What follows belongs to an exercise in optimizing a design on an open flow for small area and a short achievable clock period; a production flow would make more cautious choices. Function was not checked in any run shown here: the RTL went through the layout flow alone. Power figures rest on the tool's default switching activity, not on a simulated workload.

==> flow/design.v, too long to show whole: its modules and the start of the top module <==
// module Convolution_with_pipeline: 1849 lines
// module cv_fa: 4 lines
module Convolution_with_pipeline(clk, rst_n, in_valid, weight_valid, In_IFM_1, In_IFM_2, In_IFM_3, In_IFM_4, In_IFM_5, In_IFM_6, In_IFM_7, In_IFM_8, In_IFM_9, In_Weight_1, In_Weight_2, In_Weight_3, In_Weight_4, In_Weight_5, In_Weight_6, In_Weight_7, In_Weight_8, In_Weight_9, out_valid, Out_OFM);
  // ...
==> flow/flow/run.sh <==
#!/bin/bash
# The standard layout, with plain buffers on the ports instead of the
# delay cells buffer_ports picks by default. Each tool's log stays in orfs/logs;
# make's own output goes to standard.log.
set -euo pipefail
export BUFFER_PORTS_ARGS="-buffer_cell sky130_fd_sc_hd__buf_2"
export CTS_ARGS="-sink_clustering_enable -repair_clock_nets -dont_use_dummy_load -sink_clustering_size 20 -sink_clustering_max_diameter 100"
bash standard.sh > standard.log 2>&1
==> flow/standard.sh <==
#!/bin/bash
# synth_recipe.tcl (not shown) runs the flow's synth.tcl, then flattens the netlist and writes it again
# the make line also repeats each setting of config.mk as NAME=value (left out here)
make -C /OpenROAD-flow-scripts/flow DESIGN_CONFIG=/design/flow/config.mk WORK_HOME=/design/flow/orfs CLKGATE_MAP_FILE= SYNTH_SCRIPT=/design/flow/synth_recipe.tcl "${@:-finish}"
==> flow/config.mk <==
export PLATFORM = sky130hd
export DESIGN_NAME = Convolution_with_pipeline
export DESIGN_NICKNAME = Convolution_with_pipeline
export VERILOG_FILES = /design/flow/design.v
export SDC_FILE = /design/flow/constraint.sdc
export NUM_CORES = 4
export LEC_CHECK = 0
export CAP_MARGIN = 20
export CORE_MARGIN = 2
export CORE_UTILIZATION = 60
export PLACE_DENSITY = 0.75
export SETUP_SLACK_MARGIN = 1.7
export SLEW_MARGIN = 20
export SYNTH_HIERARCHICAL = 1
==> flow/constraint.sdc <==
create_clock -name core_clock -period 5.0 [get_ports {clk}]
set_input_delay 1.0000 -clock core_clock [delete_from_list [all_inputs] [get_ports {clk}]]
set_output_delay 1.0000 -clock core_clock [all_outputs]
set_load 0.01 [all_outputs]
==> out/metrics.yaml, run 1 <==
status: "complete, no violations"
power.switching_w: 0.00635
internal_power_w: 0.00812
total_power_w: 0.0145
h-tree-depth: 1
pwr-share-clk_pct: 9.2
yosys_warnings: 7
arrival_ns: 3.74
gp_congestion: 1.00
cts_root_buffer: "clkbuf_16"
final_cells: 2234
n_antenna_cell: 0
grt_max_degree: 46
multi_input_gates: 1212
drv_cap: 0
power_density_nw_per_um2: 617
crit_end: "r2[63]$_DFF_P_"
wl_met1_mm: 19.3
area_growth_syn_to_layout_pct: 14.6
layout_commonest_cell: "nand2_1"
r2r_start: "w1[6]$_DFFE_PP_"
fin_crit_ns: 3.35
finalWirelength_mm: 56.8
grt_use_total_pct: 33.3
area_share_nonclk_buffers_pct: 8.93
syn_nets: 2350
powerSeq_w: 0.00344
clock_latency_ns: 0.51
routedWlPerCell_um: 25.4
ant_nets: 0
layout_common_cells: "nand2_1, fa_1, buf_2"
use_met2_pct: 53.1
clockBufferCount: 17
dieHeight_um: 189
synth_fa_ha_area_share_pct: 54.3
cts-buffers-inserted: 17
fin_nets: 2494
==> run 2, diff against run 1 <==
--- a/flow/config.mk
+++ b/flow/config.mk
@@ -9,6 +9,6 @@
 export CORE_MARGIN = 2
 export CORE_UTILIZATION = 60
 export PLACE_DENSITY = 0.75
-export SETUP_SLACK_MARGIN = 1.7
+export SETUP_SLACK_MARGIN = 1.9
 export SLEW_MARGIN = 20
 export SYNTH_HIERARCHICAL = 1
==> out/metrics.yaml, run 2 <==
seq_area_frac_synth_pct: 29.3  # unchanged
hold_viol: 0  # unchanged
synth.most_common_cell: "nand2_1"  # unchanged
layout_commonest_cell: "nand2_1"  # unchanged
synth_area_um2: 20400  # unchanged
largest_reg_flops: 88  # unchanged
pwr-share-comb_pct: 68.6  # was 67.0%
drive_above_1_share_pct: 43.1  # was 25.3%
die_w_um: 189  # unchanged
grt_max_degree: 53  # was 46
synth_top_area_share_pct: 53.8  # unchanged
area_growth_syn_to_layout_pct: 21.2  # was 14.6%
cts_root_buffer: "clkbuf_16"  # unchanged
clock_path_buffers: 3  # unchanged
async_reset_ff_share_pct: 1.15  # unchanged
slowest_delay_ns: 0.40  # was 0.58 ns
fin_nets: 2529  # was 2494
antenna_found_initial: 0  # was 1
drtIter0Drc: 1582  # was 1357
ioPinCount: 170  # unchanged
slew_violations: 0  # unchanged
synth_area_leaders: "fa_1, dfxtp_1, nand2_1"  # unchanged
fin_crit_sh_pct: 67.9  # was 67.0%
required_ns: 4.00  # was 5.39 ns
p_leak_nw: 8.84  # was 8.52 nW
max_slew.worst_pin.slew_ns: 0.878  # was 0.759 ns
routedWlPerCell_um: 27.4  # was 25.4 um
synth_flop_cell: "dfxtp_1"  # unchanged
io_buffers: 168  # unchanged
cts-buffers-inserted: 17  # unchanged
power_density_nw_per_um2: 618  # was 617 nW/um^2
crit_type: "reg2out"  # was reg2reg
finalWirelength_mm: 62.1  # was 56.8 mm
regMostFlops: "r2"  # unchanged
h-tree-depth: 1  # unchanged
synth.ff_latch_count: 262  # unchanged
final_cells: 2269  # was 2234
grt_pass1_wl_mm: 88.9  # was 85.4 mm
grt_pass1_vias: 15100  # was 14400
p_seq_share_pct: 22.7  # was 23.8%
top_usage_layer: "met2"  # unchanged
cp_slowest_cell: "dfxtp_4"  # was fa_1
fmax_ghz: 0.295  # was 0.298 GHz
rows: 67  # unchanged
layout_common_cells: "nand2_1, fa_1, fa_2"  # was nand2_1, fa_1, buf_2
design.die.area_um2: 35600  # unchanged
fin_tns_setup_ns: 0  # unchanged
multi_input_area_um2: 15100  # was 14200 um^2
vias: 13600  # was 13200
grt_util_met3_pct: 7.17  # was 6.15%
ant_nets: 0  # unchanged
ys_types: 49  # unchanged
postSynthAreaPerCell_um2: 12.4  # unchanged
synth_area_leader_cell: "fa_1"  # unchanged
reg_top3: "r2 (88), r3 (27)"  # unchanged
critPathMaxFanout: 7  # was 4
power.switching_w: 0.00672  # was 0.00635 W
design_area_um2: 24800  # was 23400 um^2
rsz0062_at_grt: "true"  # unchanged
dp_cells: 2114  # unchanged
cp_cell_sequence: "inv_2 -> ha_4 -> buf_6 -> inv_2 -> o32ai_4 -> buf_6 -> or3_1 -> o221ai_1 -> buf_2"  # was buf_4 -> nand2_1 -> fa_1 -> fa_2 -> fa_1 -> fa_1 -> fa_1
grt_use_met1_pct: 43.5  # was 44.3%
arrival_ns: 2.39  # was 3.74 ns
skew_ns: 0.0335  # was 0.0450 ns
switching_share_pct: 43.9  # about the same
start_kind: "register"  # unchanged
synth_edf_count: 72  # unchanged
clkSinkCount: 262  # unchanged
fin_crit_ns: 3.39  # was 3.35 ns
slew_headroom_pct: 41.5  # was 49.4%
grt_overflow_total: 0  # unchanged
num-fill-cells: 1998  # was 2307
cts_tree: "yes"  # unchanged
drv_cap: 0  # unchanged
yosys_warnings: 7  # unchanged
gp_congestion: 0.997  # was 1.00
peakVddDrop_mv: 0.862  # was 0.663 mV
critPathCaptureType: "output pin"  # was register
dpl.hpwl_mm: 45.9  # was 46.5 mm
seq_area_um2: 6120  # was 6070 um^2
status: "complete, no violations"  # unchanged
pwr-share-clk_pct: 8.7  # was 9.2%
clock_latency_ns: 0.52  # was 0.51 ns
internal_power_w: 0.00859  # was 0.00812 W
use_met2_pct: 55.6  # was 53.1%
drc: 0  # unchanged
min_path_type: "in2async"  # unchanged
initial_core_util_pct: 61.0  # unchanged
grt_use_total_pct: 34.5  # was 33.3%
n_antenna_cell: 0  # unchanged
dr.pass1.iters: 8  # was 6
drt-vias-per-instance: 6.01  # was 5.89
path_clk_slew_ns: 0.08  # was 0.09 ns
syn_nets: 2350  # unchanged
coreArea_um2: 33500  # unchanged
whs_ns: 0.263  # was 0.268 ns
setup_violations: 0  # unchanged
yosys-top-cells-count: "nand2_1, fa_1, dfxtp_1"  # unchanged
syn_inst: 1644  # unchanged
dieHeight_um: 189  # unchanged
post_dp_cell_area_um2: 21300  # unchanged
run 2: cell counts after synthesis:
No cell type changed its count.
run 2: area by class of cell:
cell class                 instances  share of cell area (%)
timing repair buffer             307                    10.2
clock buffer                      17                    1.72
inverter                          23                   0.348
tap                              448                    2.26
sequential                       262                    24.7
multi-input combinational       1212                    60.8
run 2: critical path, delay by kind of cell, from the launching register on:
| family | cells | cell delay (ns) |
|---|---|---|
| buf+inv | 5 | 0.59 |
| simple gates | 1 | 0.34 |
| flops | 1 | 0.40 |
| compound gates | 2 | 0.31 |
| fa+ha+maj | 1 | 0.25 |
run 2: kinds of logic (layout without fill, tap and decap cells):
logic type      after synthesis  after routing  synth area share (%)
buf+inv                     170            347                  3.18
simple gates                616            616                  11.8
xor+xnor                     12             12                 0.514
other cells                   1              1                0.0183
compound gates               25             25                 0.875
flops                       262            262                  29.3
fa+ha+maj                   558            558                  54.3
run 2: timing repair:
item | 4_1_cts | 5_1_grt
buffers inserted | 110 | 28
gates resized for setup | 308 | 234
gates cloned | 0 | 0
pin swaps | 131 | 174
hold buffers | 0 | 0
endpoints found under the setup margin | 87 | 76
run 2: layer usage:
metal	routed length [um]	part of all wire, %	vias to the layer above
met1	20000	32	6961
met5	0	0	-
li1	-	-	5294
met2	29800	48	1093
met3	6980	11	280
met4	5270	8.5	0
run 2: final timing paths:
kind | cells after the start | slack, ns | start | end
min in group core_clock | 0 | 0.33 | r2[5]$_DFF_P_ | r3[5]$_DFF_P_
max reg2reg | 6 | 1.61 | w5[2]$_DFFE_PP_ | r2[27]$_DFF_P_
max in group asynchronous | 1 | 4.63 | rst_n | v3$_DFF_PN0_
min reg2reg | 0 | 0.33 | r2[5]$_DFF_P_ | r3[5]$_DFF_P_
max | 9 | 1.61 | r3[23]$_DFF_P_ | Out_OFM[16]
min | 1 | 0.26 | rst_n | v1$_DFF_PN0_
run 2: power by group through the flow:
| stage | Clock [W] | Combinational (W) | Sequential (W) |
|---|---|---|---|
| 3_3_place_gp | 0 | 0.00813 | 0.00352 |
| 4_1_cts | 0.00134 | 0.00955 | 0.00342 |
| 5_1_grt | 0.00141 | 0.0115 | 0.00352 |
| 2_1_floorplan | 0 | 0.00553 | 0.00325 |
| 6_report | 0.00133 | 0.0105 | 0.00348 |
| 3_5_place_dp | 0 | 0.00852 | 0.00355 |
run 2: modules after synthesis, one instance, submodules excluded:
module                     flip-flops and latches  times used  cells
Convolution_with_pipeline                     262           1   1095
cv_fa                                           0         549      1
run 2: metrics by stage:
step | total power [W] | utilization [%] | worst slack, ns
final | 0.0153 | 73.9 | 1.61
after global routing | 0.0164 | 73.9 | 1.55
after CTS | 0.0143 | 71.0 | 1.72
after detailed placement | 0.0121 | 63.5 | 1.57
after global placement | 0.0117 | 63.5 | 1.59
after floorplan | 0.00879 | - | 1.89

==> port drivers added, routing unchanged <==
Ports are ideal in the flow. The routed layouts listed here were re-timed in OpenROAD.
Step 1 assumes that a clkbuf_16 drives the clock port and a buf_2 every other input.
Step 2 moves the port delays by t, midway between the first and last clock arrival at a register: inputs arrive t later, outputs are due t later. That takes back most of the time a late clock gives input paths.
a / b / c = ideal / step 1 / step 2; a / b = the first two.
run	t (ns)	setup slack, ns	cell pins on the clock port's net
run 1	0.540	1.648 / 1.648 / 1.648	1
run 2	0.558	1.606 / 1.552 / 1.610	1
After both steps every run listed still meets setup and hold.
